This is an optimization exercise on Yosys and OpenROAD, whose aim is small area, not a production implementation.
At most, simulation tests tie the RTL to the original design; equivalence was not proved.
No functional check of the RTL was part of run 1.
Power is estimated from default activity; no workload was simulated.

==> design/flow/run.sh <==
#!/bin/bash
# synth_recipe.tcl (not shown) runs the flow's synth.tcl, then flattens the netlist and writes it again
# the make line also repeats each setting of config.mk as NAME=value (left out here)
make -C /OpenROAD-flow-scripts/flow DESIGN_CONFIG=/design/flow/config.mk WORK_HOME=/design/flow/orfs CLKGATE_MAP_FILE= SYNTH_SCRIPT=/design/flow/synth_recipe.tcl finish
==> design/flow/config.mk <==
export PLATFORM = sky130hd
export DESIGN_NAME = systolic
export DESIGN_NICKNAME = systolic
export VERILOG_FILES = /design/flow/design.v
export SDC_FILE = /design/flow/constraint.sdc
export NUM_CORES = 4
export LEC_CHECK = 0
export CAP_MARGIN = 20
export CORE_MARGIN = 2
export CORE_UTILIZATION = 40
export SLEW_MARGIN = 20
export SYNTH_HIERARCHICAL = 1
export SYNTH_MINIMUM_KEEP_SIZE = 0
==> design/flow/constraint.sdc <==
create_clock -name core_clock -period 8.0 [get_ports {clk}]
set_input_delay 1.6000 -clock core_clock [delete_from_list [all_inputs] [get_ports {clk}]]
set_output_delay 1.6000 -clock core_clock [all_outputs]
set_load 0.01 [all_outputs]
==> design/flow/design.v <==
module mac_e (
    input  logic [7:0]  a_in, b_in,
    input  logic        valid_a, valid_b, reset, clk,
    output logic [7:0]  a_out, b_out,
    output logic [31:0] acc_out,
    output logic        valid_a_out, valid_b_out
);
    logic en;
    logic [7:0] ag;
    logic [15:0] s0;        
    logic [15:0] lo;        
    logic c0;               
    logic [3:0] bc;        
    logic [3:0] ci;        
    logic c16;
    logic [31:0] nxt;
    logic pp0_0;
    logic pp0_1;
    logic pp0_2;
    logic pp0_3;
    logic pp0_4;
    logic pp0_5;
    logic pp0_6;
    logic pp0_7;
    logic pp1_0;
    logic pp1_1;
    logic pp1_2;
    logic pp1_3;
    logic pp1_4;
    logic pp1_5;
    logic pp1_6;
    logic pp1_7;
    logic pp2_0;
    logic pp2_1;
    logic pp2_2;
    logic pp2_3;
    logic pp2_4;
    logic pp2_5;
    logic pp2_6;
    logic pp2_7;
    logic pp3_0;
    logic pp3_1;
    logic pp3_2;
    logic pp3_3;
    logic pp3_4;
    logic pp3_5;
    logic pp3_6;
    logic pp3_7;
    logic pp4_0;
    logic pp4_1;
    logic pp4_2;
    logic pp4_3;
    logic pp4_4;
    logic pp4_5;
    logic pp4_6;
    logic pp4_7;
    logic pp5_0;
    logic pp5_1;
    logic pp5_2;
    logic pp5_3;
    logic pp5_4;
    logic pp5_5;
    logic pp5_6;
    logic pp5_7;
    logic pp6_0;
    logic pp6_1;
    logic pp6_2;
    logic pp6_3;
    logic pp6_4;
    logic pp6_5;
    logic pp6_6;
    logic pp6_7;
    logic pp7_0;
    logic pp7_1;
    logic pp7_2;
    logic pp7_3;
    logic pp7_4;
    logic pp7_5;
    logic pp7_6;
    logic pp7_7;
    logic fa1_s;
    logic fa1_c;
    logic fa2_s;
    logic fa2_c;
    logic fa3_s;
    logic fa3_c;
    logic fa4_s;
    logic fa4_c;
    logic fa5_s;
    logic fa5_c;
    logic fa6_s;
    logic fa6_c;
    logic fa7_s;
    logic fa7_c;
    logic fa8_s;
    logic fa8_c;
    logic fa9_s;
    logic fa9_c;
    logic fa10_s;
    logic fa10_c;
    logic fa11_s;
    logic fa11_c;
    logic fa12_s;
    logic fa12_c;
    logic fa13_s;
    logic fa13_c;
    logic fa14_s;
    logic fa14_c;
    logic fa15_s;
    logic fa15_c;
    logic fa16_s;
    logic fa16_c;
    logic fa17_s;
    logic fa17_c;
    logic fa18_s;
    logic fa18_c;
    logic fa19_s;
    logic fa19_c;
    logic fa20_s;
    logic fa20_c;
    logic fa21_s;
    logic fa21_c;
    logic fa22_s;
    logic fa22_c;
    logic fa23_s;
    logic fa23_c;
    logic fa24_s;
    logic fa24_c;
    logic fa25_s;
    logic fa25_c;
    logic fa26_s;
    logic fa26_c;
    logic fa27_s;
    logic fa27_c;
    logic fa28_s;
    logic fa28_c;
    logic fa29_s;
    logic fa29_c;
    logic fa30_s;
    logic fa30_c;
    logic fa31_s;
    logic fa31_c;
    logic fa32_s;
    logic fa32_c;
    logic fa33_s;
    logic fa33_c;
    logic fa34_s;
    logic fa34_c;
    logic fa35_s;
    logic fa35_c;
    logic fa36_s;
    logic fa36_c;
    logic fa37_s;
    logic fa37_c;
    logic fa38_s;
    logic fa38_c;
    logic fa39_s;
    logic fa39_c;
    logic fa40_s;
    logic fa40_c;
    logic fa41_s;
    logic fa41_c;
    logic fa42_s;
    logic fa42_c;
    logic fa43_s;
    logic fa43_c;
    logic fa44_s;
    logic fa44_c;
    logic fa45_s;
    logic fa45_c;
    logic fa46_s;
    logic fa46_c;
    logic fa47_s;
    logic fa47_c;
    logic fa48_s;
    logic fa48_c;
    logic fa49_s;
    logic fa49_c;
    logic fa50_s;
    logic fa50_c;
    logic fa51_s;
    logic fa51_c;
    logic fa52_s;
    logic fa52_c;
    logic fa53_s;
    logic fa53_c;
    logic fa54_s;
    logic fa54_c;
    logic fa55_s;
    logic fa55_c;
    logic fa56_s;
    logic fa56_c;
    logic ha1_s;
    logic ha1_c;
    logic ha2_s;
    logic ha2_c;
    logic ha3_s;
    logic ha3_c;
    logic ha4_s;
    logic ha4_c;
    logic ha5_s;
    logic ha5_c;
    logic ha6_s;
    logic ha6_c;
    logic ha7_s;
    logic ha7_c;
    logic fa57_s;
    logic fa57_c;
    logic fa58_s;
    logic fa58_c;
    logic fa59_s;
    logic fa59_c;
    logic fa60_s;
    logic fa60_c;
    logic fa61_s;
    logic fa61_c;
    assign en = valid_a & valid_b;
    assign ag = a_in & {8{en}};
    assign pp0_0 = ag[0] & b_in[0];
    assign pp0_1 = ag[0] & b_in[1];
    assign pp0_2 = ag[0] & b_in[2];
    assign pp0_3 = ag[0] & b_in[3];
    assign pp0_4 = ag[0] & b_in[4];
    assign pp0_5 = ag[0] & b_in[5];
    assign pp0_6 = ag[0] & b_in[6];
    assign pp0_7 = ag[0] & b_in[7];
    assign pp1_0 = ag[1] & b_in[0];
    assign pp1_1 = ag[1] & b_in[1];
    assign pp1_2 = ag[1] & b_in[2];
    assign pp1_3 = ag[1] & b_in[3];
    assign pp1_4 = ag[1] & b_in[4];
    assign pp1_5 = ag[1] & b_in[5];
    assign pp1_6 = ag[1] & b_in[6];
    assign pp1_7 = ag[1] & b_in[7];
    assign pp2_0 = ag[2] & b_in[0];
    assign pp2_1 = ag[2] & b_in[1];
    assign pp2_2 = ag[2] & b_in[2];
    assign pp2_3 = ag[2] & b_in[3];
    assign pp2_4 = ag[2] & b_in[4];
    assign pp2_5 = ag[2] & b_in[5];
    assign pp2_6 = ag[2] & b_in[6];
    assign pp2_7 = ag[2] & b_in[7];
    assign pp3_0 = ag[3] & b_in[0];
    assign pp3_1 = ag[3] & b_in[1];
    assign pp3_2 = ag[3] & b_in[2];
    assign pp3_3 = ag[3] & b_in[3];
    assign pp3_4 = ag[3] & b_in[4];
    assign pp3_5 = ag[3] & b_in[5];
    assign pp3_6 = ag[3] & b_in[6];
    assign pp3_7 = ag[3] & b_in[7];
    assign pp4_0 = ag[4] & b_in[0];
    assign pp4_1 = ag[4] & b_in[1];
    assign pp4_2 = ag[4] & b_in[2];
    assign pp4_3 = ag[4] & b_in[3];
    assign pp4_4 = ag[4] & b_in[4];
    assign pp4_5 = ag[4] & b_in[5];
    assign pp4_6 = ag[4] & b_in[6];
    assign pp4_7 = ag[4] & b_in[7];
    assign pp5_0 = ag[5] & b_in[0];
    assign pp5_1 = ag[5] & b_in[1];
    assign pp5_2 = ag[5] & b_in[2];
    assign pp5_3 = ag[5] & b_in[3];
    assign pp5_4 = ag[5] & b_in[4];
    assign pp5_5 = ag[5] & b_in[5];
    assign pp5_6 = ag[5] & b_in[6];
    assign pp5_7 = ag[5] & b_in[7];
    assign pp6_0 = ag[6] & b_in[0];
    assign pp6_1 = ag[6] & b_in[1];
    assign pp6_2 = ag[6] & b_in[2];
    assign pp6_3 = ag[6] & b_in[3];
    assign pp6_4 = ag[6] & b_in[4];
    assign pp6_5 = ag[6] & b_in[5];
    assign pp6_6 = ag[6] & b_in[6];
    assign pp6_7 = ag[6] & b_in[7];
    assign pp7_0 = ag[7] & b_in[0];
    assign pp7_1 = ag[7] & b_in[1];
    assign pp7_2 = ag[7] & b_in[2];
    assign pp7_3 = ag[7] & b_in[3];
    assign pp7_4 = ag[7] & b_in[4];
    assign pp7_5 = ag[7] & b_in[5];
    assign pp7_6 = ag[7] & b_in[6];
    assign pp7_7 = ag[7] & b_in[7];
    fa_cell u_fa1 (.a(acc_out[1]), .b(pp0_1), .c(pp1_0), .s(fa1_s), .co(fa1_c));
    fa_cell u_fa2 (.a(acc_out[2]), .b(pp0_2), .c(pp1_1), .s(fa2_s), .co(fa2_c));
    fa_cell u_fa3 (.a(pp2_0), .b(fa1_c), .c(fa2_s), .s(fa3_s), .co(fa3_c));
    fa_cell u_fa4 (.a(acc_out[3]), .b(pp0_3), .c(pp1_2), .s(fa4_s), .co(fa4_c));
    fa_cell u_fa5 (.a(pp2_1), .b(pp3_0), .c(fa2_c), .s(fa5_s), .co(fa5_c));
    fa_cell u_fa6 (.a(fa4_s), .b(fa5_s), .c(fa3_c), .s(fa6_s), .co(fa6_c));
    fa_cell u_fa7 (.a(acc_out[4]), .b(pp0_4), .c(pp1_3), .s(fa7_s), .co(fa7_c));
    fa_cell u_fa8 (.a(pp2_2), .b(pp3_1), .c(pp4_0), .s(fa8_s), .co(fa8_c));
    fa_cell u_fa9 (.a(fa4_c), .b(fa7_s), .c(fa8_s), .s(fa9_s), .co(fa9_c));
    fa_cell u_fa10 (.a(fa5_c), .b(fa9_s), .c(fa6_c), .s(fa10_s), .co(fa10_c));
    fa_cell u_fa11 (.a(acc_out[5]), .b(pp0_5), .c(pp1_4), .s(fa11_s), .co(fa11_c));
    fa_cell u_fa12 (.a(pp2_3), .b(pp3_2), .c(pp4_1), .s(fa12_s), .co(fa12_c));
    fa_cell u_fa13 (.a(pp5_0), .b(fa7_c), .c(fa8_c), .s(fa13_s), .co(fa13_c));
    fa_cell u_fa14 (.a(fa11_s), .b(fa12_s), .c(fa9_c), .s(fa14_s), .co(fa14_c));
    fa_cell u_fa15 (.a(fa13_s), .b(fa14_s), .c(fa10_c), .s(fa15_s), .co(fa15_c));
    fa_cell u_fa16 (.a(acc_out[6]), .b(pp0_6), .c(pp1_5), .s(fa16_s), .co(fa16_c));
    fa_cell u_fa17 (.a(pp2_4), .b(pp3_3), .c(pp4_2), .s(fa17_s), .co(fa17_c));
    fa_cell u_fa18 (.a(pp5_1), .b(pp6_0), .c(fa11_c), .s(fa18_s), .co(fa18_c));
    fa_cell u_fa19 (.a(fa12_c), .b(fa16_s), .c(fa17_s), .s(fa19_s), .co(fa19_c));
    fa_cell u_fa20 (.a(fa13_c), .b(fa18_s), .c(fa19_s), .s(fa20_s), .co(fa20_c));
    fa_cell u_fa21 (.a(fa14_c), .b(fa20_s), .c(fa15_c), .s(fa21_s), .co(fa21_c));
    fa_cell u_fa22 (.a(acc_out[7]), .b(pp0_7), .c(pp1_6), .s(fa22_s), .co(fa22_c));
    fa_cell u_fa23 (.a(pp2_5), .b(pp3_4), .c(pp4_3), .s(fa23_s), .co(fa23_c));
    fa_cell u_fa24 (.a(pp5_2), .b(pp6_1), .c(pp7_0), .s(fa24_s), .co(fa24_c));
    fa_cell u_fa25 (.a(fa16_c), .b(fa17_c), .c(fa22_s), .s(fa25_s), .co(fa25_c));
    fa_cell u_fa26 (.a(fa23_s), .b(fa24_s), .c(fa18_c), .s(fa26_s), .co(fa26_c));
    fa_cell u_fa27 (.a(fa19_c), .b(fa25_s), .c(fa26_s), .s(fa27_s), .co(fa27_c));
    fa_cell u_fa28 (.a(fa20_c), .b(fa27_s), .c(fa21_c), .s(fa28_s), .co(fa28_c));
    fa_cell u_fa29 (.a(acc_out[8]), .b(pp1_7), .c(pp2_6), .s(fa29_s), .co(fa29_c));
    fa_cell u_fa30 (.a(pp3_5), .b(pp4_4), .c(pp5_3), .s(fa30_s), .co(fa30_c));
    fa_cell u_fa31 (.a(pp6_2), .b(pp7_1), .c(fa22_c), .s(fa31_s), .co(fa31_c));
    fa_cell u_fa32 (.a(fa23_c), .b(fa24_c), .c(fa29_s), .s(fa32_s), .co(fa32_c));
    fa_cell u_fa33 (.a(fa30_s), .b(fa31_s), .c(fa25_c), .s(fa33_s), .co(fa33_c));
    fa_cell u_fa34 (.a(fa32_s), .b(fa26_c), .c(fa33_s), .s(fa34_s), .co(fa34_c));
    fa_cell u_fa35 (.a(fa27_c), .b(fa34_s), .c(fa28_c), .s(fa35_s), .co(fa35_c));
    fa_cell u_fa36 (.a(acc_out[9]), .b(pp2_7), .c(pp3_6), .s(fa36_s), .co(fa36_c));
    fa_cell u_fa37 (.a(pp4_5), .b(pp5_4), .c(pp6_3), .s(fa37_s), .co(fa37_c));
    fa_cell u_fa38 (.a(pp7_2), .b(fa29_c), .c(fa30_c), .s(fa38_s), .co(fa38_c));
    fa_cell u_fa39 (.a(fa36_s), .b(fa37_s), .c(fa31_c), .s(fa39_s), .co(fa39_c));
    fa_cell u_fa40 (.a(fa32_c), .b(fa38_s), .c(fa39_s), .s(fa40_s), .co(fa40_c));
    fa_cell u_fa41 (.a(fa33_c), .b(fa40_s), .c(fa34_c), .s(fa41_s), .co(fa41_c));
    fa_cell u_fa42 (.a(acc_out[10]), .b(pp3_7), .c(pp4_6), .s(fa42_s), .co(fa42_c));
    fa_cell u_fa43 (.a(pp5_5), .b(pp6_4), .c(pp7_3), .s(fa43_s), .co(fa43_c));
    fa_cell u_fa44 (.a(fa36_c), .b(fa37_c), .c(fa42_s), .s(fa44_s), .co(fa44_c));
    fa_cell u_fa45 (.a(fa43_s), .b(fa38_c), .c(fa44_s), .s(fa45_s), .co(fa45_c));
    fa_cell u_fa46 (.a(fa39_c), .b(fa45_s), .c(fa40_c), .s(fa46_s), .co(fa46_c));
    fa_cell u_fa47 (.a(acc_out[11]), .b(pp4_7), .c(pp5_6), .s(fa47_s), .co(fa47_c));
    fa_cell u_fa48 (.a(pp6_5), .b(pp7_4), .c(fa42_c), .s(fa48_s), .co(fa48_c));
    fa_cell u_fa49 (.a(fa43_c), .b(fa47_s), .c(fa48_s), .s(fa49_s), .co(fa49_c));
    fa_cell u_fa50 (.a(fa44_c), .b(fa49_s), .c(fa45_c), .s(fa50_s), .co(fa50_c));
    fa_cell u_fa51 (.a(acc_out[12]), .b(pp5_7), .c(pp6_6), .s(fa51_s), .co(fa51_c));
    fa_cell u_fa52 (.a(pp7_5), .b(fa47_c), .c(fa51_s), .s(fa52_s), .co(fa52_c));
    fa_cell u_fa53 (.a(fa48_c), .b(fa52_s), .c(fa49_c), .s(fa53_s), .co(fa53_c));
    fa_cell u_fa54 (.a(acc_out[13]), .b(pp6_7), .c(pp7_6), .s(fa54_s), .co(fa54_c));
    fa_cell u_fa55 (.a(fa51_c), .b(fa54_s), .c(fa52_c), .s(fa55_s), .co(fa55_c));
    fa_cell u_fa56 (.a(acc_out[14]), .b(pp7_7), .c(fa54_c), .s(fa56_s), .co(fa56_c));
    ha_cell u_ha1 (.a(acc_out[0]), .b(pp0_0), .s(ha1_s), .co(ha1_c));
    ha_cell u_ha2 (.a(fa1_s), .b(ha1_c), .s(ha2_s), .co(ha2_c));
    ha_cell u_ha3 (.a(fa3_s), .b(ha2_c), .s(ha3_s), .co(ha3_c));
    ha_cell u_ha4 (.a(fa6_s), .b(ha3_c), .s(ha4_s), .co(ha4_c));
    ha_cell u_ha5 (.a(fa10_s), .b(ha4_c), .s(ha5_s), .co(ha5_c));
    ha_cell u_ha6 (.a(fa41_s), .b(fa35_c), .s(ha6_s), .co(ha6_c));
    ha_cell u_ha7 (.a(fa46_s), .b(fa41_c), .s(ha7_s), .co(ha7_c));
    fa_cell u_fa57 (.a(fa50_s), .b(fa46_c), .c(ha7_c), .s(fa57_s), .co(fa57_c));
    fa_cell u_fa58 (.a(fa53_s), .b(fa50_c), .c(fa57_c), .s(fa58_s), .co(fa58_c));
    fa_cell u_fa59 (.a(fa55_s), .b(fa53_c), .c(fa58_c), .s(fa59_s), .co(fa59_c));
    fa_cell u_fa60 (.a(fa56_s), .b(fa55_c), .c(fa59_c), .s(fa60_s), .co(fa60_c));
    fa_cell u_fa61 (.a(acc_out[15]), .b(fa56_c), .c(fa60_c), .s(fa61_s), .co(fa61_c));
    assign s0[0] = ha1_s;
    assign s0[1] = ha2_s;
    assign s0[2] = ha3_s;
    assign s0[3] = ha4_s;
    assign s0[4] = ha5_s;
    assign s0[5] = fa15_s;
    assign s0[6] = fa21_s;
    assign s0[7] = fa28_s;
    assign s0[8] = fa35_s;
    assign s0[9] = ha6_s;
    assign s0[10] = ha7_s;
    assign s0[11] = fa57_s;
    assign s0[12] = fa58_s;
    assign s0[13] = fa59_s;
    assign s0[14] = fa60_s;
    assign s0[15] = fa61_s;
    assign c0 = fa61_c;
    assign bc[1] = ha5_c;
    assign bc[2] = ha6_c;
    assign ci[0] = 1'b0;
    assign bc[0] = 1'b0;
    assign lo[4:0] = s0[4:0];
    assign ci[1] = bc[1] | (ci[0] & (&s0[4:0]));
    for (genvar k = 5; k < 10; k++) begin : g_b1
        assign lo[k] = s0[k] ^ (ci[1] & ((k == 5) ? 1'b1 : &s0[k-1:5]));
    end
    assign ci[2] = bc[2] | (ci[1] & (&s0[9:5]));
    for (genvar k = 10; k < 16; k++) begin : g_b2
        assign lo[k] = s0[k] ^ (ci[2] & ((k == 10) ? 1'b1 : &s0[k-1:10]));
    end
    assign c16 = c0 | (ci[2] & (&s0[15:10]));
    for (genvar k = 16; k < 32; k++) begin : g_hi
        assign nxt[k] = acc_out[k] ^ (c16 & ((k == 16) ? 1'b1 : &acc_out[k-1:16]));
    end
    assign nxt[15:0] = lo;
    always_ff @(posedge clk) begin : valid_reg
        if (~reset) begin
            valid_a_out <= 0;
            valid_b_out <= 0;
        end
        else begin
            valid_a_out <= valid_a;
            valid_b_out <= valid_b;
        end
    end
    always_ff @(posedge clk) begin : accumulator
        if (~reset) begin
            a_out   <= 0;
            b_out   <= 0;
            acc_out <= 0;
        end
        else begin
            if (en) begin
                a_out <= a_in;
                b_out <= b_in;
            end
            acc_out <= nxt;
        end
    end
endmodule
module mac_i (
    input  logic [7:0]  a_in, b_in,
    input  logic        valid_a, valid_b, reset, clk,
    output logic [7:0]  a_out, b_out,
    output logic [31:0] acc_out,
    output logic        valid_a_out, valid_b_out
);
    logic en;
    logic [7:0] ag;
    logic [15:0] s0;        
    logic [15:0] lo;        
    logic c0;               
    logic [2:0] bc;        
    logic [2:0] ci;        
    logic c16;
    logic [31:0] nxt;
    logic pp0_0;
    logic pp0_1;
    logic pp0_2;
    logic pp0_3;
    logic pp0_4;
    logic pp0_5;
    logic pp0_6;
    logic pp0_7;
    logic pp1_0;
    logic pp1_1;
    logic pp1_2;
    logic pp1_3;
    logic pp1_4;
    logic pp1_5;
    logic pp1_6;
    logic pp1_7;
    logic pp2_0;
    logic pp2_1;
    logic pp2_2;
    logic pp2_3;
    logic pp2_4;
    logic pp2_5;
    logic pp2_6;
    logic pp2_7;
    logic pp3_0;
    logic pp3_1;
    logic pp3_2;
    logic pp3_3;
    logic pp3_4;
    logic pp3_5;
    logic pp3_6;
    logic pp3_7;
    logic pp4_0;
    logic pp4_1;
    logic pp4_2;
    logic pp4_3;
    logic pp4_4;
    logic pp4_5;
    logic pp4_6;
    logic pp4_7;
    logic pp5_0;
    logic pp5_1;
    logic pp5_2;
    logic pp5_3;
    logic pp5_4;
    logic pp5_5;
    logic pp5_6;
    logic pp5_7;
    logic pp6_0;
    logic pp6_1;
    logic pp6_2;
    logic pp6_3;
    logic pp6_4;
    logic pp6_5;
    logic pp6_6;
    logic pp6_7;
    logic pp7_0;
    logic pp7_1;
    logic pp7_2;
    logic pp7_3;
    logic pp7_4;
    logic pp7_5;
    logic pp7_6;
    logic pp7_7;
    logic fa1_s;
    logic fa1_c;
    logic fa2_s;
    logic fa2_c;
    logic fa3_s;
    logic fa3_c;
    logic fa4_s;
    logic fa4_c;
    logic fa5_s;
    logic fa5_c;
    logic fa6_s;
    logic fa6_c;
    logic fa7_s;
    logic fa7_c;
    logic fa8_s;
    logic fa8_c;
    logic fa9_s;
    logic fa9_c;
    logic fa10_s;
    logic fa10_c;
    logic fa11_s;
    logic fa11_c;
    logic fa12_s;
    logic fa12_c;
    logic fa13_s;
    logic fa13_c;
    logic fa14_s;
    logic fa14_c;
    logic fa15_s;
    logic fa15_c;
    logic fa16_s;
    logic fa16_c;
    logic fa17_s;
    logic fa17_c;
    logic fa18_s;
    logic fa18_c;
    logic fa19_s;
    logic fa19_c;
    logic fa20_s;
    logic fa20_c;
    logic fa21_s;
    logic fa21_c;
    logic fa22_s;
    logic fa22_c;
    logic fa23_s;
    logic fa23_c;
    logic fa24_s;
    logic fa24_c;
    logic fa25_s;
    logic fa25_c;
    logic fa26_s;
    logic fa26_c;
    logic fa27_s;
    logic fa27_c;
    logic fa28_s;
    logic fa28_c;
    logic fa29_s;
    logic fa29_c;
    logic fa30_s;
    logic fa30_c;
    logic fa31_s;
    logic fa31_c;
    logic fa32_s;
    logic fa32_c;
    logic fa33_s;
    logic fa33_c;
    logic fa34_s;
    logic fa34_c;
    logic fa35_s;
    logic fa35_c;
    logic fa36_s;
    logic fa36_c;
    logic fa37_s;
    logic fa37_c;
    logic fa38_s;
    logic fa38_c;
    logic fa39_s;
    logic fa39_c;
    logic fa40_s;
    logic fa40_c;
    logic fa41_s;
    logic fa41_c;
    logic fa42_s;
    logic fa42_c;
    logic fa43_s;
    logic fa43_c;
    logic fa44_s;
    logic fa44_c;
    logic fa45_s;
    logic fa45_c;
    logic fa46_s;
    logic fa46_c;
    logic fa47_s;
    logic fa47_c;
    logic fa48_s;
    logic fa48_c;
    logic fa49_s;
    logic fa49_c;
    logic fa50_s;
    logic fa50_c;
    logic fa51_s;
    logic fa51_c;
    logic fa52_s;
    logic fa52_c;
    logic fa53_s;
    logic fa53_c;
    logic fa54_s;
    logic fa54_c;
    logic fa55_s;
    logic fa55_c;
    logic fa56_s;
    logic fa56_c;
    logic ha1_s;
    logic ha1_c;
    logic ha2_s;
    logic ha2_c;
    logic ha3_s;
    logic ha3_c;
    logic ha4_s;
    logic ha4_c;
    logic ha5_s;
    logic ha5_c;
    logic ha6_s;
    logic ha6_c;
    logic ha7_s;
    logic ha7_c;
    logic ha8_s;
    logic ha8_c;
    logic ha9_s;
    logic ha9_c;
    logic fa57_s;
    logic fa57_c;
    logic fa58_s;
    logic fa58_c;
    logic fa59_s;
    logic fa59_c;
    logic fa60_s;
    logic fa60_c;
    logic ha10_s;
    logic ha10_c;
    logic fa61_s;
    logic fa61_c;
    logic fa62_s;
    logic fa62_c;
    assign en = valid_a & valid_b;
    assign ag = a_in & {8{en}};
    assign pp0_0 = ag[0] & b_in[0];
    assign pp0_1 = ag[0] & b_in[1];
    assign pp0_2 = ag[0] & b_in[2];
    assign pp0_3 = ag[0] & b_in[3];
    assign pp0_4 = ag[0] & b_in[4];
    assign pp0_5 = ag[0] & b_in[5];
    assign pp0_6 = ag[0] & b_in[6];
    assign pp0_7 = ag[0] & b_in[7];
    assign pp1_0 = ag[1] & b_in[0];
    assign pp1_1 = ag[1] & b_in[1];
    assign pp1_2 = ag[1] & b_in[2];
    assign pp1_3 = ag[1] & b_in[3];
    assign pp1_4 = ag[1] & b_in[4];
    assign pp1_5 = ag[1] & b_in[5];
    assign pp1_6 = ag[1] & b_in[6];
    assign pp1_7 = ag[1] & b_in[7];
    assign pp2_0 = ag[2] & b_in[0];
    assign pp2_1 = ag[2] & b_in[1];
    assign pp2_2 = ag[2] & b_in[2];
    assign pp2_3 = ag[2] & b_in[3];
    assign pp2_4 = ag[2] & b_in[4];
    assign pp2_5 = ag[2] & b_in[5];
    assign pp2_6 = ag[2] & b_in[6];
    assign pp2_7 = ag[2] & b_in[7];
    assign pp3_0 = ag[3] & b_in[0];
    assign pp3_1 = ag[3] & b_in[1];
    assign pp3_2 = ag[3] & b_in[2];
    assign pp3_3 = ag[3] & b_in[3];
    assign pp3_4 = ag[3] & b_in[4];
    assign pp3_5 = ag[3] & b_in[5];
    assign pp3_6 = ag[3] & b_in[6];
    assign pp3_7 = ag[3] & b_in[7];
    assign pp4_0 = ag[4] & b_in[0];
    assign pp4_1 = ag[4] & b_in[1];
    assign pp4_2 = ag[4] & b_in[2];
    assign pp4_3 = ag[4] & b_in[3];
    assign pp4_4 = ag[4] & b_in[4];
    assign pp4_5 = ag[4] & b_in[5];
    assign pp4_6 = ag[4] & b_in[6];
    assign pp4_7 = ag[4] & b_in[7];
    assign pp5_0 = ag[5] & b_in[0];
    assign pp5_1 = ag[5] & b_in[1];
    assign pp5_2 = ag[5] & b_in[2];
    assign pp5_3 = ag[5] & b_in[3];
    assign pp5_4 = ag[5] & b_in[4];
    assign pp5_5 = ag[5] & b_in[5];
    assign pp5_6 = ag[5] & b_in[6];
    assign pp5_7 = ag[5] & b_in[7];
    assign pp6_0 = ag[6] & b_in[0];
    assign pp6_1 = ag[6] & b_in[1];
    assign pp6_2 = ag[6] & b_in[2];
    assign pp6_3 = ag[6] & b_in[3];
    assign pp6_4 = ag[6] & b_in[4];
    assign pp6_5 = ag[6] & b_in[5];
    assign pp6_6 = ag[6] & b_in[6];
    assign pp6_7 = ag[6] & b_in[7];
    assign pp7_0 = ag[7] & b_in[0];
    assign pp7_1 = ag[7] & b_in[1];
    assign pp7_2 = ag[7] & b_in[2];
    assign pp7_3 = ag[7] & b_in[3];
    assign pp7_4 = ag[7] & b_in[4];
    assign pp7_5 = ag[7] & b_in[5];
    assign pp7_6 = ag[7] & b_in[6];
    assign pp7_7 = ag[7] & b_in[7];
    fa_cell u_fa1 (.a(acc_out[1]), .b(pp0_1), .c(pp1_0), .s(fa1_s), .co(fa1_c));
    fa_cell u_fa2 (.a(acc_out[2]), .b(pp0_2), .c(pp1_1), .s(fa2_s), .co(fa2_c));
    fa_cell u_fa3 (.a(pp2_0), .b(fa1_c), .c(fa2_s), .s(fa3_s), .co(fa3_c));
    fa_cell u_fa4 (.a(acc_out[3]), .b(pp0_3), .c(pp1_2), .s(fa4_s), .co(fa4_c));
    fa_cell u_fa5 (.a(pp2_1), .b(pp3_0), .c(fa2_c), .s(fa5_s), .co(fa5_c));
    fa_cell u_fa6 (.a(fa4_s), .b(fa3_c), .c(fa5_s), .s(fa6_s), .co(fa6_c));
    fa_cell u_fa7 (.a(acc_out[4]), .b(pp0_4), .c(pp1_3), .s(fa7_s), .co(fa7_c));
    fa_cell u_fa8 (.a(pp2_2), .b(pp3_1), .c(pp4_0), .s(fa8_s), .co(fa8_c));
    fa_cell u_fa9 (.a(fa4_c), .b(fa7_s), .c(fa8_s), .s(fa9_s), .co(fa9_c));
    fa_cell u_fa10 (.a(fa5_c), .b(fa9_s), .c(fa6_c), .s(fa10_s), .co(fa10_c));
    fa_cell u_fa11 (.a(acc_out[5]), .b(pp0_5), .c(pp1_4), .s(fa11_s), .co(fa11_c));
    fa_cell u_fa12 (.a(pp2_3), .b(pp3_2), .c(pp4_1), .s(fa12_s), .co(fa12_c));
    fa_cell u_fa13 (.a(pp5_0), .b(fa7_c), .c(fa8_c), .s(fa13_s), .co(fa13_c));
    fa_cell u_fa14 (.a(fa11_s), .b(fa12_s), .c(fa13_s), .s(fa14_s), .co(fa14_c));
    fa_cell u_fa15 (.a(fa9_c), .b(fa14_s), .c(fa10_c), .s(fa15_s), .co(fa15_c));
    fa_cell u_fa16 (.a(acc_out[6]), .b(pp0_6), .c(pp1_5), .s(fa16_s), .co(fa16_c));
    fa_cell u_fa17 (.a(pp2_4), .b(pp3_3), .c(pp4_2), .s(fa17_s), .co(fa17_c));
    fa_cell u_fa18 (.a(pp5_1), .b(pp6_0), .c(fa11_c), .s(fa18_s), .co(fa18_c));
    fa_cell u_fa19 (.a(fa12_c), .b(fa16_s), .c(fa17_s), .s(fa19_s), .co(fa19_c));
    fa_cell u_fa20 (.a(fa13_c), .b(fa18_s), .c(fa19_s), .s(fa20_s), .co(fa20_c));
    fa_cell u_fa21 (.a(fa14_c), .b(fa20_s), .c(fa15_c), .s(fa21_s), .co(fa21_c));
    fa_cell u_fa22 (.a(acc_out[7]), .b(pp0_7), .c(pp1_6), .s(fa22_s), .co(fa22_c));
    fa_cell u_fa23 (.a(pp2_5), .b(pp3_4), .c(pp4_3), .s(fa23_s), .co(fa23_c));
    fa_cell u_fa24 (.a(pp5_2), .b(pp6_1), .c(pp7_0), .s(fa24_s), .co(fa24_c));
    fa_cell u_fa25 (.a(fa16_c), .b(fa17_c), .c(fa22_s), .s(fa25_s), .co(fa25_c));
    fa_cell u_fa26 (.a(fa23_s), .b(fa24_s), .c(fa18_c), .s(fa26_s), .co(fa26_c));
    fa_cell u_fa27 (.a(fa19_c), .b(fa25_s), .c(fa26_s), .s(fa27_s), .co(fa27_c));
    fa_cell u_fa28 (.a(fa20_c), .b(fa27_s), .c(fa21_c), .s(fa28_s), .co(fa28_c));
    fa_cell u_fa29 (.a(acc_out[8]), .b(pp1_7), .c(pp2_6), .s(fa29_s), .co(fa29_c));
    fa_cell u_fa30 (.a(pp3_5), .b(pp4_4), .c(pp5_3), .s(fa30_s), .co(fa30_c));
    fa_cell u_fa31 (.a(pp6_2), .b(pp7_1), .c(fa22_c), .s(fa31_s), .co(fa31_c));
    fa_cell u_fa32 (.a(fa23_c), .b(fa24_c), .c(fa29_s), .s(fa32_s), .co(fa32_c));
    fa_cell u_fa33 (.a(fa30_s), .b(fa25_c), .c(fa31_s), .s(fa33_s), .co(fa33_c));
    fa_cell u_fa34 (.a(fa32_s), .b(fa26_c), .c(fa33_s), .s(fa34_s), .co(fa34_c));
    fa_cell u_fa35 (.a(fa27_c), .b(fa34_s), .c(fa28_c), .s(fa35_s), .co(fa35_c));
    fa_cell u_fa36 (.a(acc_out[9]), .b(pp2_7), .c(pp3_6), .s(fa36_s), .co(fa36_c));
    fa_cell u_fa37 (.a(pp4_5), .b(pp5_4), .c(pp6_3), .s(fa37_s), .co(fa37_c));
    fa_cell u_fa38 (.a(pp7_2), .b(fa29_c), .c(fa30_c), .s(fa38_s), .co(fa38_c));
    fa_cell u_fa39 (.a(fa36_s), .b(fa37_s), .c(fa31_c), .s(fa39_s), .co(fa39_c));
    fa_cell u_fa40 (.a(fa32_c), .b(fa38_s), .c(fa39_s), .s(fa40_s), .co(fa40_c));
    fa_cell u_fa41 (.a(fa33_c), .b(fa40_s), .c(fa34_c), .s(fa41_s), .co(fa41_c));
    fa_cell u_fa42 (.a(acc_out[10]), .b(pp3_7), .c(pp4_6), .s(fa42_s), .co(fa42_c));
    fa_cell u_fa43 (.a(pp5_5), .b(pp6_4), .c(pp7_3), .s(fa43_s), .co(fa43_c));
    fa_cell u_fa44 (.a(fa36_c), .b(fa37_c), .c(fa42_s), .s(fa44_s), .co(fa44_c));
    fa_cell u_fa45 (.a(fa43_s), .b(fa38_c), .c(fa44_s), .s(fa45_s), .co(fa45_c));
    fa_cell u_fa46 (.a(fa39_c), .b(fa45_s), .c(fa40_c), .s(fa46_s), .co(fa46_c));
    fa_cell u_fa47 (.a(acc_out[11]), .b(pp4_7), .c(pp5_6), .s(fa47_s), .co(fa47_c));
    fa_cell u_fa48 (.a(pp6_5), .b(pp7_4), .c(fa42_c), .s(fa48_s), .co(fa48_c));
    fa_cell u_fa49 (.a(fa43_c), .b(fa47_s), .c(fa44_c), .s(fa49_s), .co(fa49_c));
    fa_cell u_fa50 (.a(fa48_s), .b(fa45_c), .c(fa49_s), .s(fa50_s), .co(fa50_c));
    fa_cell u_fa51 (.a(acc_out[12]), .b(pp5_7), .c(pp6_6), .s(fa51_s), .co(fa51_c));
    fa_cell u_fa52 (.a(pp7_5), .b(fa47_c), .c(fa51_s), .s(fa52_s), .co(fa52_c));
    fa_cell u_fa53 (.a(fa48_c), .b(fa52_s), .c(fa49_c), .s(fa53_s), .co(fa53_c));
    fa_cell u_fa54 (.a(acc_out[13]), .b(pp6_7), .c(pp7_6), .s(fa54_s), .co(fa54_c));
    fa_cell u_fa55 (.a(fa51_c), .b(fa54_s), .c(fa52_c), .s(fa55_s), .co(fa55_c));
    fa_cell u_fa56 (.a(acc_out[14]), .b(pp7_7), .c(fa54_c), .s(fa56_s), .co(fa56_c));
    ha_cell u_ha1 (.a(acc_out[0]), .b(pp0_0), .s(ha1_s), .co(ha1_c));
    ha_cell u_ha2 (.a(fa1_s), .b(ha1_c), .s(ha2_s), .co(ha2_c));
    ha_cell u_ha3 (.a(fa3_s), .b(ha2_c), .s(ha3_s), .co(ha3_c));
    ha_cell u_ha4 (.a(fa6_s), .b(ha3_c), .s(ha4_s), .co(ha4_c));
    ha_cell u_ha5 (.a(fa10_s), .b(ha4_c), .s(ha5_s), .co(ha5_c));
    ha_cell u_ha6 (.a(fa15_s), .b(ha5_c), .s(ha6_s), .co(ha6_c));
    ha_cell u_ha7 (.a(fa21_s), .b(ha6_c), .s(ha7_s), .co(ha7_c));
    ha_cell u_ha8 (.a(fa28_s), .b(ha7_c), .s(ha8_s), .co(ha8_c));
    ha_cell u_ha9 (.a(fa35_s), .b(ha8_c), .s(ha9_s), .co(ha9_c));
    fa_cell u_fa57 (.a(fa41_s), .b(fa35_c), .c(ha9_c), .s(fa57_s), .co(fa57_c));
    fa_cell u_fa58 (.a(fa46_s), .b(fa41_c), .c(fa57_c), .s(fa58_s), .co(fa58_c));
    fa_cell u_fa59 (.a(fa50_s), .b(fa46_c), .c(fa58_c), .s(fa59_s), .co(fa59_c));
    fa_cell u_fa60 (.a(fa53_s), .b(fa50_c), .c(fa59_c), .s(fa60_s), .co(fa60_c));
    ha_cell u_ha10 (.a(fa55_s), .b(fa53_c), .s(ha10_s), .co(ha10_c));
    fa_cell u_fa61 (.a(fa56_s), .b(fa55_c), .c(ha10_c), .s(fa61_s), .co(fa61_c));
    fa_cell u_fa62 (.a(acc_out[15]), .b(fa56_c), .c(fa61_c), .s(fa62_s), .co(fa62_c));
    assign s0[0] = ha1_s;
    assign s0[1] = ha2_s;
    assign s0[2] = ha3_s;
    assign s0[3] = ha4_s;
    assign s0[4] = ha5_s;
    assign s0[5] = ha6_s;
    assign s0[6] = ha7_s;
    assign s0[7] = ha8_s;
    assign s0[8] = ha9_s;
    assign s0[9] = fa57_s;
    assign s0[10] = fa58_s;
    assign s0[11] = fa59_s;
    assign s0[12] = fa60_s;
    assign s0[13] = ha10_s;
    assign s0[14] = fa61_s;
    assign s0[15] = fa62_s;
    assign c0 = fa62_c;
    assign bc[1] = fa60_c;
    assign ci[0] = 1'b0;
    assign bc[0] = 1'b0;
    assign lo[12:0] = s0[12:0];
    assign ci[1] = bc[1] | (ci[0] & (&s0[12:0]));
    for (genvar k = 13; k < 16; k++) begin : g_b1
        assign lo[k] = s0[k] ^ (ci[1] & ((k == 13) ? 1'b1 : &s0[k-1:13]));
    end
    assign c16 = c0 | (ci[1] & (&s0[15:13]));
    for (genvar k = 16; k < 32; k++) begin : g_hi
        assign nxt[k] = acc_out[k] ^ (c16 & ((k == 16) ? 1'b1 : &acc_out[k-1:16]));
    end
    assign nxt[15:0] = lo;
    always_ff @(posedge clk) begin : valid_reg
        if (~reset) begin
            valid_a_out <= 0;
            valid_b_out <= 0;
        end
        else begin
            valid_a_out <= valid_a;
            valid_b_out <= valid_b;
        end
    end
    always_ff @(posedge clk) begin : accumulator
        if (~reset) begin
            a_out   <= 0;
            b_out   <= 0;
            acc_out <= 0;
        end
        else begin
            if (en) begin
                a_out <= a_in;
                b_out <= b_in;
            end
            acc_out <= nxt;
        end
    end
endmodule
module fa_cell (input logic a, b, c, output logic s, co);
    assign s  = a ^ b ^ c;
    assign co = (a & b) | (a & c) | (b & c);
endmodule
module ha_cell (input logic a, b, output logic s, co);
    assign s  = a ^ b;
    assign co = a & b;
endmodule
module systolic #(parameter SIZE = 4) (
    input  logic                     clk, reset,
    input  logic [SIZE*8-1:0]        a_in,
    input  logic [SIZE*8-1:0]        b_in,
    input  logic [SIZE-1:0]          valid_a,
    input  logic [SIZE-1:0]          valid_b,
    output logic [SIZE*SIZE*32-1:0]  out
    );
    logic [7:0] a_bus [SIZE][SIZE+1];
    logic       valid_a_bus [SIZE][SIZE+1];
    logic [7:0] b_bus [SIZE+1][SIZE];
    logic       valid_b_bus [SIZE+1][SIZE];
    genvar i, j;
    generate
        for (i = 0; i < SIZE; i = i + 1) begin : g_edge
            assign a_bus[i][0]       = a_in[8*i +: 8];
            assign valid_a_bus[i][0] = valid_a[i];
            assign b_bus[0][i]       = b_in[8*i +: 8];
            assign valid_b_bus[0][i] = valid_b[i];
        end
        for (i = 0; i < SIZE; i = i + 1) begin : g_systolic_row
            for (j = 0; j < SIZE; j = j + 1) begin : g_systolic_col
                if (i == 0 || j == 0) begin : g_cell
                    mac_e u_mac (
                        .clk(clk),
                        .reset(reset),
                        .a_in(a_bus[i][j]),
                        .valid_a(valid_a_bus[i][j]),
                        .b_in(b_bus[i][j]),
                        .valid_b(valid_b_bus[i][j]),
                        .a_out(a_bus[i][j+1]),
                        .valid_a_out(valid_a_bus[i][j+1]),
                        .b_out(b_bus[i+1][j]),
                        .valid_b_out(valid_b_bus[i+1][j]),
                        .acc_out(out[32*(i*SIZE+j) +: 32])
                    );
                end else begin : g_cell
                    mac_i u_mac (
                        .clk(clk),
                        .reset(reset),
                        .a_in(a_bus[i][j]),
                        .valid_a(valid_a_bus[i][j]),
                        .b_in(b_bus[i][j]),
                        .valid_b(valid_b_bus[i][j]),
                        .a_out(a_bus[i][j+1]),
                        .valid_a_out(valid_a_bus[i][j+1]),
                        .b_out(b_bus[i+1][j]),
                        .valid_b_out(valid_b_bus[i+1][j]),
                        .acc_out(out[32*(i*SIZE+j) +: 32])
                    );
                end
            end
        end
    endgenerate
endmodule
==> key figures, run 1 <==
Floorplanning
  – Die H: 377 um
  – Top Ports: 586
  – Core area: 138000 sq um
  – Rows: 136
  – Die X: 377 um
  – Die area: 142000 sq um
  – Initial Utilization: 40.4%

Finish
  – Layout cell share with drive strength beyond 1: 7.49%
  – Design area: 67600 sq um
  – # fillers: 12600
  – Layout Utilization: 49.0%
  – Final nets: 7080
  – Post-Layout Cell Count: 7713
  – Area delta synth->final: 21.3%

Run status
  – Status: finished clean

Power and ir drop
  – Peak supply drop: 0.000176 V
  – PwrDens: 133 nW/um^2
  – Leak pwr: 33.4 nW

Placed design
  – IO Port Bufs: 585
  – RD Place Congestion: 0.857
  – Placed inst area: 64300 sq um
  – Pre-CTS setup slack: -0.283 ns
  – HPWL Detailed: 120000 um
  – Placed cells: 7543

Detailed routing
  – Final WL: 157000 um
  – DR iter-0 viols: 2558
  – Via/cell ratio: 5.42
  – Via count: 41800
  – Pre-Repair DR Iteration Count: 5
  – Post-DRT Antenna Nets: 0
  – Wire per inst: 20.4 um
  – DR DRC count: 0

Timing
  – Final hold vios: 0
  – Unrepaired setup endpoints after global routing: no
  – Worst-Margin Slew: 1.04 ns
  – Fraction of the cycle the final worst path needs: 94.7%
  – Fin crit period: 7.58 ns
  – Max-Slew Margin vs Limit: 30.9%
  – Max-slew violation count: 0
  – Hold_ws: 0.482 ns
  – Clk_skew: 0.0363 ns
  – Final setup viols: 0
  – Fmax achieved: 0.132 GHz
  – Final WS setup: 0.421 ns

Clock network
  – CTS root buffer: clkbuf_16
  – Cts repair resizes: 0
  – Clock Path Buffers: 3
  – Htree depth: 3
  – Setup Buffers After CTS: 0
  – TritonCTS clock tree: built
  – Clock-pin slew on the worst setup and hold paths: 0.06 ns
  – Clk sinks: 728
  – Cts bufs inserted: 92
  – CTS hold repair buffers: 0
  – Skew-Pair Late Insertion Delay: 0.71 ns

GRT
  – Global-route wire length before repair: 251000 um
  – Total track usage: 22.3%
  – Number of global-route vias before repair: 44000
  – Initial antenna violation count: 4
  – Remaining Overflow, GRT: 0
  – Largest net degree at the start of global routing: 69

Critical path
  – Worst Path Required: 8.57 ns
  – CP Class: in -> reg
  – Startpoint Class: input pin
  – Setup crit end kind: flip-flop
  – Crit path max fanout: 25
  – WP data arrival: 8.15 ns

Run
  – Max_cap viols: 0

Worst hold path
  – Hold Path Class: reg -> reg

Logic synthesis
  – Post-Syn Area: 55700 sq um
  – Synth Warn #: 17
  – Avg Cell Area, Syn: 10.6 sq um
  – Syn Nets: 6472
  – Cells after synthesis: 5235
==> cell usage in the layout (no fill, tap or decap), types with 9 or more instances in the layout <==
cell type,instances
a21oi_1,312
a41oi_2,9
and2_1,222
and2_2,9
and3_1,1024
and4_1,16
and4_4,21
buf_4,192
bufinv_16,17
clkbuf_1,14
clkbuf_16,92
clkbuf_8,18
clkdlybuf4s50_1,584
clkinv_2,9
dfxtp_1,728
fa_1,985
ha_1,178
inv_1,29
inv_2,9
nand2_1,482
nand3_1,92
nand4_1,48
nand4_2,9
nor2_1,215
nor3_1,18
nor3b_1,9
nor4_1,25
nor4b_1,27
o21ai_0,36
o21ai_1,42
o31ai_1,35
or3_1,71
or3_4,9
or4_1,28
xnor2_1,125
xor2_1,62
==> report_power, final <==
part / switching, mW / internal, mW
Combinational: 0.374 / 0.278
Sequential: 0.0723 / 3.67
Clock: 1.76 / 2.83
==> path summary, 6_finish.rpt <==
path	start	endpoint	slack (ns)	cells after the start
setup / recovery	valid_a[3]	flip-flop	0.42	20
hold / removal	flip-flop	flip-flop	0.48	2
setup reg to reg	flip-flop	flip-flop	0.61	20
hold reg to reg	flip-flop	flip-flop	0.48	2
==> metrics by stage <==
stage | setup TNS [ns] | total power [mW]
global route | 0 | 9.32
floorplan | 0 | 4.15
global placement | -2.82 | 4.47
CTS | 0 | 9.12
detailed placement | -10.74 | 4.47
finish | 0 | 8.99
==> area by class of cell <==
| type | instances | area [sq um] | share of cell area [%] |
|---|---|---|---|
| well taps | 1794 | 2240 | 3.32 |
| clock inverters | 41 | 726 | 1.07 |
| inverters | 39 | 146 | 0.217 |
| diodes | 5 | 12.5 | 0.0185 |
| repair buffers | 782 | 7400 | 11.0 |
| multi-input cells | 4200 | 39900 | 59.0 |
| clock buffers | 124 | 2600 | 3.85 |
| flip-flops and latches | 728 | 14600 | 21.6 |
==> flip-flops by register name (all words and copies together), names as in the netlist <==
register	flops
g_systolic_row.g_systolic_col.g_cell.u_mac.acc_out	512
g_systolic_row.g_systolic_col.g_cell.u_mac.a_out	96
g_systolic_row.g_systolic_col.g_cell.u_mac.b_out	96
g_systolic_row.g_systolic_col.g_cell.u_mac.valid_a_out	12
g_systolic_row.g_systolic_col.g_cell.u_mac.valid_b_out	12
==> metal layers <==
layer	part of all wire [%]	track usage (%)
met4	3.3	7.49
met2	48	36.5
met3	6.0	4.72
met5	0	0
met1	43	29.2
==> critical path: stages <==
cell             delay (ns)
clkdlybuf4s50_1        0.48
and2_1                 0.28
buf_4                  0.28
and3_1                 0.21
fa_1                   0.44
fa_1                   0.51
fa_1                   0.44
fa_1                   0.48
ha_1                   0.22
fa_1                   0.38
fa_1                   0.41
fa_1                   0.40
fa_1                   0.39
fa_1                   0.47
and4_4                 0.22
a21oi_4                0.42
inv_2                  0.09
ha_1                   0.21
xnor2_1                0.17
nor2_1                 0.05
==> run 2, diff against run 1 <==
--- a/design/flow/design.v
+++ b/design/flow/design.v
@@ -12,4 +12,4 @@
     logic c0;               
-    logic [3:0] bc;        
-    logic [3:0] ci;        
+    logic [2:0] bc;        
+    logic [2:0] ci;        
     logic c16;
@@ -206,4 +206,10 @@
     logic ha7_c;
+    logic ha8_s;
+    logic ha8_c;
+    logic ha9_s;
+    logic ha9_c;
     logic fa57_s;
     logic fa57_c;
+    logic ha10_s;
+    logic ha10_c;
     logic fa58_s;
@@ -216,2 +222,4 @@
     logic fa61_c;
+    logic fa62_s;
+    logic fa62_c;
     assign en = valid_a & valid_b;
@@ -343,9 +351,13 @@
     ha_cell u_ha5 (.a(fa10_s), .b(ha4_c), .s(ha5_s), .co(ha5_c));
-    ha_cell u_ha6 (.a(fa41_s), .b(fa35_c), .s(ha6_s), .co(ha6_c));
-    ha_cell u_ha7 (.a(fa46_s), .b(fa41_c), .s(ha7_s), .co(ha7_c));
-    fa_cell u_fa57 (.a(fa50_s), .b(fa46_c), .c(ha7_c), .s(fa57_s), .co(fa57_c));
-    fa_cell u_fa58 (.a(fa53_s), .b(fa50_c), .c(fa57_c), .s(fa58_s), .co(fa58_c));
-    fa_cell u_fa59 (.a(fa55_s), .b(fa53_c), .c(fa58_c), .s(fa59_s), .co(fa59_c));
-    fa_cell u_fa60 (.a(fa56_s), .b(fa55_c), .c(fa59_c), .s(fa60_s), .co(fa60_c));
-    fa_cell u_fa61 (.a(acc_out[15]), .b(fa56_c), .c(fa60_c), .s(fa61_s), .co(fa61_c));
+    ha_cell u_ha6 (.a(fa15_s), .b(ha5_c), .s(ha6_s), .co(ha6_c));
+    ha_cell u_ha7 (.a(fa21_s), .b(ha6_c), .s(ha7_s), .co(ha7_c));
+    ha_cell u_ha8 (.a(fa28_s), .b(ha7_c), .s(ha8_s), .co(ha8_c));
+    ha_cell u_ha9 (.a(fa35_s), .b(ha8_c), .s(ha9_s), .co(ha9_c));
+    fa_cell u_fa57 (.a(fa41_s), .b(fa35_c), .c(ha9_c), .s(fa57_s), .co(fa57_c));
+    ha_cell u_ha10 (.a(fa46_s), .b(fa41_c), .s(ha10_s), .co(ha10_c));
+    fa_cell u_fa58 (.a(fa50_s), .b(fa46_c), .c(ha10_c), .s(fa58_s), .co(fa58_c));
+    fa_cell u_fa59 (.a(fa53_s), .b(fa50_c), .c(fa58_c), .s(fa59_s), .co(fa59_c));
+    fa_cell u_fa60 (.a(fa55_s), .b(fa53_c), .c(fa59_c), .s(fa60_s), .co(fa60_c));
+    fa_cell u_fa61 (.a(fa56_s), .b(fa55_c), .c(fa60_c), .s(fa61_s), .co(fa61_c));
+    fa_cell u_fa62 (.a(acc_out[15]), .b(fa56_c), .c(fa61_c), .s(fa62_s), .co(fa62_c));
     assign s0[0] = ha1_s;
@@ -355,28 +367,23 @@
     assign s0[4] = ha5_s;
-    assign s0[5] = fa15_s;
-    assign s0[6] = fa21_s;
-    assign s0[7] = fa28_s;
-    assign s0[8] = fa35_s;
-    assign s0[9] = ha6_s;
-    assign s0[10] = ha7_s;
-    assign s0[11] = fa57_s;
-    assign s0[12] = fa58_s;
-    assign s0[13] = fa59_s;
-    assign s0[14] = fa60_s;
-    assign s0[15] = fa61_s;
-    assign c0 = fa61_c;
-    assign bc[1] = ha5_c;
-    assign bc[2] = ha6_c;
+    assign s0[5] = ha6_s;
+    assign s0[6] = ha7_s;
+    assign s0[7] = ha8_s;
+    assign s0[8] = ha9_s;
+    assign s0[9] = fa57_s;
+    assign s0[10] = ha10_s;
+    assign s0[11] = fa58_s;
+    assign s0[12] = fa59_s;
+    assign s0[13] = fa60_s;
+    assign s0[14] = fa61_s;
+    assign s0[15] = fa62_s;
+    assign c0 = fa62_c;
+    assign bc[1] = fa57_c;
     assign ci[0] = 1'b0;
     assign bc[0] = 1'b0;
-    assign lo[4:0] = s0[4:0];
-    assign ci[1] = bc[1] | (ci[0] & (&s0[4:0]));
-    for (genvar k = 5; k < 10; k++) begin : g_b1
-        assign lo[k] = s0[k] ^ (ci[1] & ((k == 5) ? 1'b1 : &s0[k-1:5]));
+    assign lo[9:0] = s0[9:0];
+    assign ci[1] = bc[1] | (ci[0] & (&s0[9:0]));
+    for (genvar k = 10; k < 16; k++) begin : g_b1
+        assign lo[k] = s0[k] ^ (ci[1] & ((k == 10) ? 1'b1 : &s0[k-1:10]));
     end
-    assign ci[2] = bc[2] | (ci[1] & (&s0[9:5]));
-    for (genvar k = 10; k < 16; k++) begin : g_b2
-        assign lo[k] = s0[k] ^ (ci[2] & ((k == 10) ? 1'b1 : &s0[k-1:10]));
-    end
-    assign c16 = c0 | (ci[2] & (&s0[15:10]));
+    assign c16 = c0 | (ci[1] & (&s0[15:10]));
     for (genvar k = 16; k < 32; k++) begin : g_hi
==> design/flow/flow/run.sh (new file) <==
#!/bin/bash
# Standard layout, with the port buffers made of the smallest buffer cell.
set -e
export BUFFER_PORTS_ARGS="-buffer_cell sky130_fd_sc_hd__buf_1"
bash standard.sh > standard.log 2>&1
==> design/flow/standard.sh (new file) <==
#!/bin/bash
# synth_recipe.tcl (not shown) runs the flow's synth.tcl, then flattens the netlist and writes it again
# the make line also repeats each setting of config.mk as NAME=value (left out here)
make -C /OpenROAD-flow-scripts/flow DESIGN_CONFIG=/design/flow/config.mk WORK_HOME=/design/flow/orfs CLKGATE_MAP_FILE= SYNTH_SCRIPT=/design/flow/synth_recipe.tcl "${@:-finish}"
removed: design/flow/run.sh
==> key figures, run 2 <==
Run status
  – Status: finished clean

Finish
  – Final nets: 6941 (-2.0%)
  – Layout cell share with drive strength beyond 1: 5.52% (-2.0 points)
  – Most frequent cells in the layout: and3_1, fa_1, dfxtp_1, buf_1, nand2_1
  – Design area: 62700 sq um (-7.2%)
  – # fillers: 13000 (+3.2%)
  – Largest registers: g_systolic_row.g_systolic_col.g_cell.u_mac.acc_out (512), g_systolic_row.g_systolic_col.g_cell.u_mac.a_out (96), g_systolic_row.g_systolic_col.g_cell.u_mac.b_out (96)
  – Number of flip-flops in the largest register: 512 (unchanged)
  – Layout Utilization: 45.7% (-3.4 points)
  – Area delta synth->final: 13.5%
  – Biggest register: g_systolic_row.g_systolic_col.g_cell.u_mac.acc_out
  – Commonest non-fill, non-tap cell in the layout: and3_1

GRT
  – Largest net degree at the start of global routing: 86 (+25%)
  – Global-route wire length before repair: 245000 um (-2.5%)
  – Total track usage: 21.7% (-0.57 points)
  – Initial antenna violation count: 5 (+1)
  – Remaining Overflow, GRT: 0 (unchanged)
  – Number of global-route vias before repair: 42700 (-3.0%)

Clock network
  – Setup Buffers After CTS: 0 (unchanged)
  – TritonCTS clock tree: built
  – Htree depth: 3 (unchanged)
  – Cts bufs inserted: 92 (unchanged)
  – Cts repair resizes: 0 (unchanged)
  – CTS root buffer: clkbuf_16
  – Skew-Pair Late Insertion Delay: 0.68 ns (-0.03 ns)
  – CTS hold repair buffers: 0 (unchanged)
  – Clock-pin slew on the worst setup and hold paths: 0.06 ns (about the same)
  – Clock Path Buffers: 3 (unchanged)
  – Clk sinks: 728 (unchanged)

Detailed routing
  – Via/cell ratio: 5.41 (-0.24%)
  – DR iter-0 viols: 2558 (unchanged)
  – DR DRC count: 0 (unchanged)
  – Via count: 40900 (-2.3%)
  – Pre-Repair DR Iteration Count: 5 (unchanged)
  – Final WL: 152000 um (-3.3%)
  – Wire per inst: 20.1 um (-1.2%)
  – Post-DRT Antenna Nets: 0 (unchanged)

Critical path
  – Crit path max fanout: 20 (-20%)
  – Cell chain of the critical path: and2_2 -> and3_1 -> fa_1 -> fa_1 -> fa_1 -> fa_1 -> fa_1 -> fa_1 -> fa_1 -> fa_1 -> ha_1 -> fa_1 -> fa_1 -> fa_1 -> fa_1 -> a41oi_2 -> buf_4 -> or3_4 -> or3_1 -> a21oi_1
  – Crit-path slowest cell: fa_1
  – Crit-path most repeated cell: fa_1
  – CP Class: reg -> reg
  – Startpoint Class: flip-flop
  – Setup crit end kind: flip-flop
  – Worst Path Required: 8.53 ns (-0.04 ns)
  – CP max stage delay: 0.46 ns (-0.05 ns)
  – WP data arrival: 7.87 ns (-0.28 ns)

Logic synthesis
  – Post-Syn Area: 55300 sq um (-0.79%)
  – Synth Warn #: 17 (unchanged)
  – Syn Nets: 6430 (-0.65%)
  – Cells after synthesis: 5172 (-1.2%)
  – Avg Cell Area, Syn: 10.7 sq um (+0.42%)

Timing
  – Fin crit period: 7.34 ns (-0.241 ns)
  – Fmax achieved: 0.136 GHz (+3.3%)
  – Max-slew violation count: 0 (unchanged)
  – Fraction of the cycle the final worst path needs: 91.7% (-3.0 points)
  – Clk_skew: 0.0328 ns (-0.00351 ns)
  – Final hold vios: 0 (unchanged)
  – Max-Slew Margin vs Limit: 32.0% (+1.1 points)
  – Setup TNS: 0 ns (unchanged)
  – Unrepaired setup endpoints after global routing: no
  – Worst-Margin Slew: 1.01 ns (-0.0222 ns)
  – Final setup viols: 0 (unchanged)

Power and ir drop
  – Peak supply drop: 0.000148 V (-16%)
  – PwrDens: 137 nW/um^2 (+3.2%)
  – Leak pwr: 31.7 nW (-5.0%)

Floorplanning
  – Core area: 137000 sq um (-0.37%)
  – Die X: 376 um (-0.39%)
  – Top Ports: 586 (unchanged)
  – Rows: 136 (unchanged)
  – Die area: 141000 sq um (-0.78%)
  – Initial Utilization: 40.3% (-0.17 points)
  – Die H: 376 um (-0.39%)

Placed design
  – IO Port Bufs: 585 (unchanged)
  – Placed inst area: 59500 sq um (-7.4%)
  – RD Place Congestion: 0.873 (+1.9%)
  – HPWL Detailed: 116000 um (-3.2%)

Worst hold path
  – Hold Path Class: reg -> reg

Run
  – Max_cap viols: 0 (unchanged)
==> run 2: metrics by stage <==
| step | hold WS [ns] | worst slack (ns) | std cells | total power [mW] |
|---|---|---|---|---|
| 3_3_place_gp | 0.464 | 0.176 | 7378 | 4.33 |
| 6_report | 0.480 | 0.661 | 7552 | 8.61 |
| 5_1_grt | 0.510 | 0.318 | 7551 | 8.98 |
| 3_5_place_dp | 0.470 | 0.0650 | 7381 | 4.34 |
| 4_1_cts | 0.485 | 0.593 | 7548 | 8.74 |
| 2_1_floorplan | 0.444 | 0.294 | 5172 | 4.11 |
==> run 2: worst max-delay path, delay by kind of cell (launching register included) <==
family / cells / cell delay, ns
AOI/OAI and AO/OA: 2 / 0.51
DFF: 1 / 0.45
adders and majority gates: 13 / 5.10
and+or+nand+nor: 4 / 0.86
buffers and inverters: 1 / 0.26
==> run 2: final timing paths <==
kind / from / endpoint / slack, ns / cells after the start
max reg2reg: flip-flop / flip-flop / 0.66 / 20
min: flip-flop / flip-flop / 0.48 / 2
max: flip-flop / flip-flop / 0.66 / 20
min reg2reg: flip-flop / flip-flop / 0.48 / 2
==> run 2: cell type report <==
type	instances	area [sq um]	share of cell area [%]
Multi-Input combinational cell	4137	39500	63.0
Sequential cell	728	14600	23.2
Timing Repair Buffer	692	3130	4.98
Clock buffer	125	2700	4.30
Tap cell	1794	2240	3.58
Clock inverter	42	464	0.740
Inverter	32	120	0.191
Antenna cell	2	5.00	0.00798
==> run 2: power breakdown <==
| part | switching, mW | internal, mW | leakage [nW] |
|---|---|---|---|
| registers | 0.0679 | 3.67 | 5.87 |
| logic | 0.333 | 0.188 | 24.3 |
| clock network | 1.73 | 2.62 | 1.55 |
| total | 2.13 | 6.48 | 31.7 |
==> run 2: metal layers <==
layer	part of all wire (%)	vias to the layer above	global-route usage, %
li1	-	18800	-
met1	43	20800	28.9
met2	48	1036	35.9
met3	6.5	195	4.41
met4	2.3	6	5.90
met5	0.023	-	0
==> run 3, diff against run 2 <==
--- a/design/flow/config.mk
+++ b/design/flow/config.mk
@@ -9,3 +9,4 @@
 export CORE_MARGIN = 2
-export CORE_UTILIZATION = 40
+export CORE_UTILIZATION = 55
+export CTS_BUF_LIST = sky130_fd_sc_hd__clkbuf_4 sky130_fd_sc_hd__clkbuf_8
 export SLEW_MARGIN = 20
==> key figures, run 3 <==
Detailed routing
  – Via/cell ratio: 5.74 (+6.1%)
  – Pre-Repair DR Iteration Count: 6 (+1)
  – Wire per inst: 20.0 um (-0.72%)
  – Via count: 40900 (+0.12%)
  – DR DRC count: 0 (unchanged)
  – Post-DRT Antenna Nets: 0 (unchanged)
  – Final WL: 142000 um (-6.3%)
  – DR iter-0 viols: 2525 (-1.3%)

Power and ir drop
  – PwrDens: 134 nW/um^2 (-2.2%)
  – Switching Fraction: 25.1% (+0.39 points)
  – Sequential share of power: 45.0% (+1.6 points)
  – Leak pwr: 31.7 nW (about the same)
  – Int Pwr: 6.22 mW (-3.9%)
  – Clk pwr share: 48.7% (-1.8 points)
  – Logic gate share of total power: 6.3% (+0.2 points)
  – Peak supply drop: 0.000129 V (-13%)
  – Switching pwr: 2.09 mW (-1.9%)

Finish
  – Most frequent cells in the layout: and3_1, fa_1, dfxtp_1, buf_1, nand2_1
  – Largest registers: g_systolic_row.g_systolic_col.g_cell.u_mac.acc_out (512), g_systolic_row.g_systolic_col.g_cell.u_mac.a_out (96), g_systolic_row.g_systolic_col.g_cell.u_mac.b_out (96)
  – Final nets: 6975 (+0.49%)
  – Commonest non-fill, non-tap cell in the layout: and3_1
  – Biggest register: g_systolic_row.g_systolic_col.g_cell.u_mac.acc_out
  – Area delta synth->final: 12.1%
  – Layout Utilization: 62.1% (+16 points)
  – Number of flip-flops in the largest register: 512 (unchanged)
  – Layout cell share with drive strength beyond 1: 6.75% (+1.2 points)

Timing
  – Final setup viols: 0 (unchanged)
  – Worst-Margin Slew: 0.904 ns (-0.109 ns)
  – Setup TNS: 0 ns (unchanged)
  – Fraction of the cycle the final worst path needs: 93.5% (+1.8 points)
  – Clk_skew: 0.0316 ns (-0.00113 ns)
  – Max-slew violation count: 0 (unchanged)
  – Max-Slew Margin vs Limit: 39.7% (+7.6 points)
  – Fin crit period: 7.48 ns (+0.141 ns)
  – Final hold vios: 0 (unchanged)
  – Unrepaired setup endpoints after global routing: no
  – Fmax achieved: 0.134 GHz (-1.9%)

Clock network
  – Clock-pin slew on the worst setup and hold paths: 0.06 ns (about the same)
  – Cts bufs inserted: 135 (+47%)
  – TritonCTS clock tree: built
  – Cts repair resizes: 0 (unchanged)
  – Clk sinks: 728 (unchanged)
  – Clock Path Buffers: 3 (unchanged)
  – Htree depth: 4 (+1)
  – CTS hold repair buffers: 0 (unchanged)
  – Setup Buffers After CTS: 0 (unchanged)
  – CTS root buffer: clkbuf_8
  – Skew-Pair Late Insertion Delay: 0.83 ns (+0.15 ns)

Floorplanning
  – Core area: 99900 sq um (-27%)
  – Die X: 321 um (-15%)
  – Top Ports: 586 (unchanged)
  – Initial Utilization: 55.4% (+15 points)
  – Die H: 321 um (-15%)
  – Die area: 103000 sq um (-27%)
  – Rows: 116 (-15%)

GRT
  – Global-route wire length before repair: 231000 um (-5.8%)
  – Total track usage: 28.2% (+6.5 points)
  – Number of global-route vias before repair: 41600 (-2.5%)
  – Met3 Usage GRT: 6.69% (+2.3 points)
  – GR Layer Usage met1: 38.1% (+9.3 points)
  – Remaining Overflow, GRT: 0 (unchanged)
  – Initial antenna violation count: 10 (+5)
  – Global route hottest layer: met2
  – Largest net degree at the start of global routing: 111 (+29%)
  – M2 GR Usage: 45.1% (+9.2 points)

Worst hold path
  – Hold Path Class: reg -> reg

Placed design
  – RD Place Congestion: 0.851 (-2.5%)
  – IO Port Bufs: 585 (unchanged)
  – HPWL Detailed: 107000 um (-7.9%)

Critical path
  – CP Class: reg -> reg
  – Crit path max fanout: 66 (+230%)
  – Cell chain of the critical path: and2_1 -> buf_4 -> and3_1 -> fa_1 -> fa_1 -> fa_1 -> fa_1 -> fa_1 -> fa_1 -> fa_1 -> ha_1 -> fa_1 -> fa_1 -> fa_1 -> fa_1 -> a41oi_2 -> inv_1 -> ha_1 -> xnor2_1 -> nor2_1
  – Crit-path most repeated cell: fa_1
  – Worst path bufs/invs: 2 (+1)
  – WP data arrival: 8.15 ns (+0.28 ns)
  – Crit-path slowest cell: a41oi_2
  – Worst Path Required: 8.67 ns (+0.14 ns)
  – CP max stage delay: 0.54 ns (+0.08 ns)
  – Top Family by Delay on Critical Path: adder cells
  – Startpoint Class: flip-flop
  – Setup crit end kind: flip-flop

Logic synthesis
  – Avg Cell Area, Syn: 10.7 sq um (unchanged)
  – Synth Warn #: 17 (unchanged)
  – Syn Nets: 6430 (unchanged)
  – Post-Syn Area: 55300 sq um (unchanged)
  – Cells after synthesis: 5172 (unchanged)

Run status
  – Status: finished clean

Run
  – Max_cap viols: 0 (unchanged)
==> run 3: final timing paths <==
kind / start / endpoint / slack, ns / cells after the start
setup / recovery: flip-flop / flip-flop / 0.52 / 20
hold / removal: flip-flop / flip-flop / 0.48 / 2
setup reg to reg: flip-flop / flip-flop / 0.52 / 20
hold reg to reg: flip-flop / flip-flop / 0.48 / 2
==> run 3: final cells by class <==
| type | instances | area (sq um) |
|---|---|---|
| multi-input combinational | 4137 | 39500 |
| fill | 8639 | 37900 |
| sequential | 728 | 14600 |
| timing repair buffer | 683 | 3070 |
| clock buffer | 207 | 2680 |
| tap | 1298 | 1620 |
| clock inverter | 36 | 384 |
| inverter | 32 | 120 |
| antenna | 3 | 7.51 |
==> run 3: through the flow <==
| stage | instances | cell area, sq um | hold slack, ns | worst slack, ns | power [mW] |
|---|---|---|---|---|---|
| 3_5_place_dp | 6871 | 58800 | 0.471 | 0.0924 | 4.34 |
| 4_1_cts | 7114 | 61800 | 0.483 | 0.539 | 8.43 |
| 3_3_place_gp | 6870 | 58700 | 0.464 | 0.204 | 4.33 |
| 6_report | 7124 | 62000 | 0.482 | 0.521 | 8.31 |
| 5_1_grt | 7124 | 62000 | 0.504 | 0.143 | 8.67 |
| 2_1_floorplan | 5172 | 55300 | 0.444 | 0.294 | 4.11 |
==> run 3: power by group through the flow <==
| stage | logic, mW | registers, mW | clock network, mW |
|---|---|---|---|
| after floorplan | 0.309 | 3.80 | 0 |
| after global placement | 0.505 | 3.82 | 0 |
| after detailed placement | 0.517 | 3.82 | 0 |
| after CTS | 0.521 | 3.74 | 4.16 |
| after global routing | 0.596 | 3.75 | 4.32 |
| final | 0.522 | 3.74 | 4.05 |
==> run 3: metal layers <==
metal	wire [um]	vias up
met5	92	-
met4	3760	14
met3	9670	237
met2	68000	1096
met1	60800	20700
li1	-	18900
==> run 3: worst reg2reg max path, stage by stage (launching register included) <==
cell and delay, ns:
dfxtp_1 0.34, and2_1 0.24, buf_4 0.45, and3_1 0.25, fa_1 0.44, fa_1 0.50
fa_1 0.44, fa_1 0.40, fa_1 0.41, fa_1 0.45, fa_1 0.45, ha_1 0.22
fa_1 0.39, fa_1 0.39, fa_1 0.39, fa_1 0.43, a41oi_2 0.54, inv_1 0.17
ha_1 0.23, xnor2_1 0.15, nor2_1 0.05

-- afterwards: timing with drivers on the ports --
In the flow no input, the clock included, has a driving cell. The finished layouts below were timed again as built, in two steps.
Step 1 (the two cells are an assumption about what drives the block):
set clk [get_ports {clk}]
set_driving_cell -lib_cell sky130_fd_sc_hd__clkbuf_16 $clk
set_driving_cell -lib_cell sky130_fd_sc_hd__buf_2 [delete_from_list [all_inputs] $clk]
Step 2, shift: input delay + t, output delay - t, t = (earliest + latest rising clock arrival at the registers) / 2. This alone moves slack from input paths to output paths.
Three values: ideal ports, drivers, drivers and shift; two values: the first two.
run | t (ns) | setup slack, ns | cell pins on the clock port's net
run 1 | 0.776 | 0.421 / 0.447 / -0.329 | 1
run 2 | 0.745 | 0.661 / 0.661 / 0.026 | 1
run 3 | 0.887 | 0.521 / 0.521 / 0.025 | 1
Met with ideal ports but missed after step 2: setup timing in run 1. The setup slack of run 1, which loses most, moves by +0.026 ns with the drivers and by -0.750 ns with both steps.
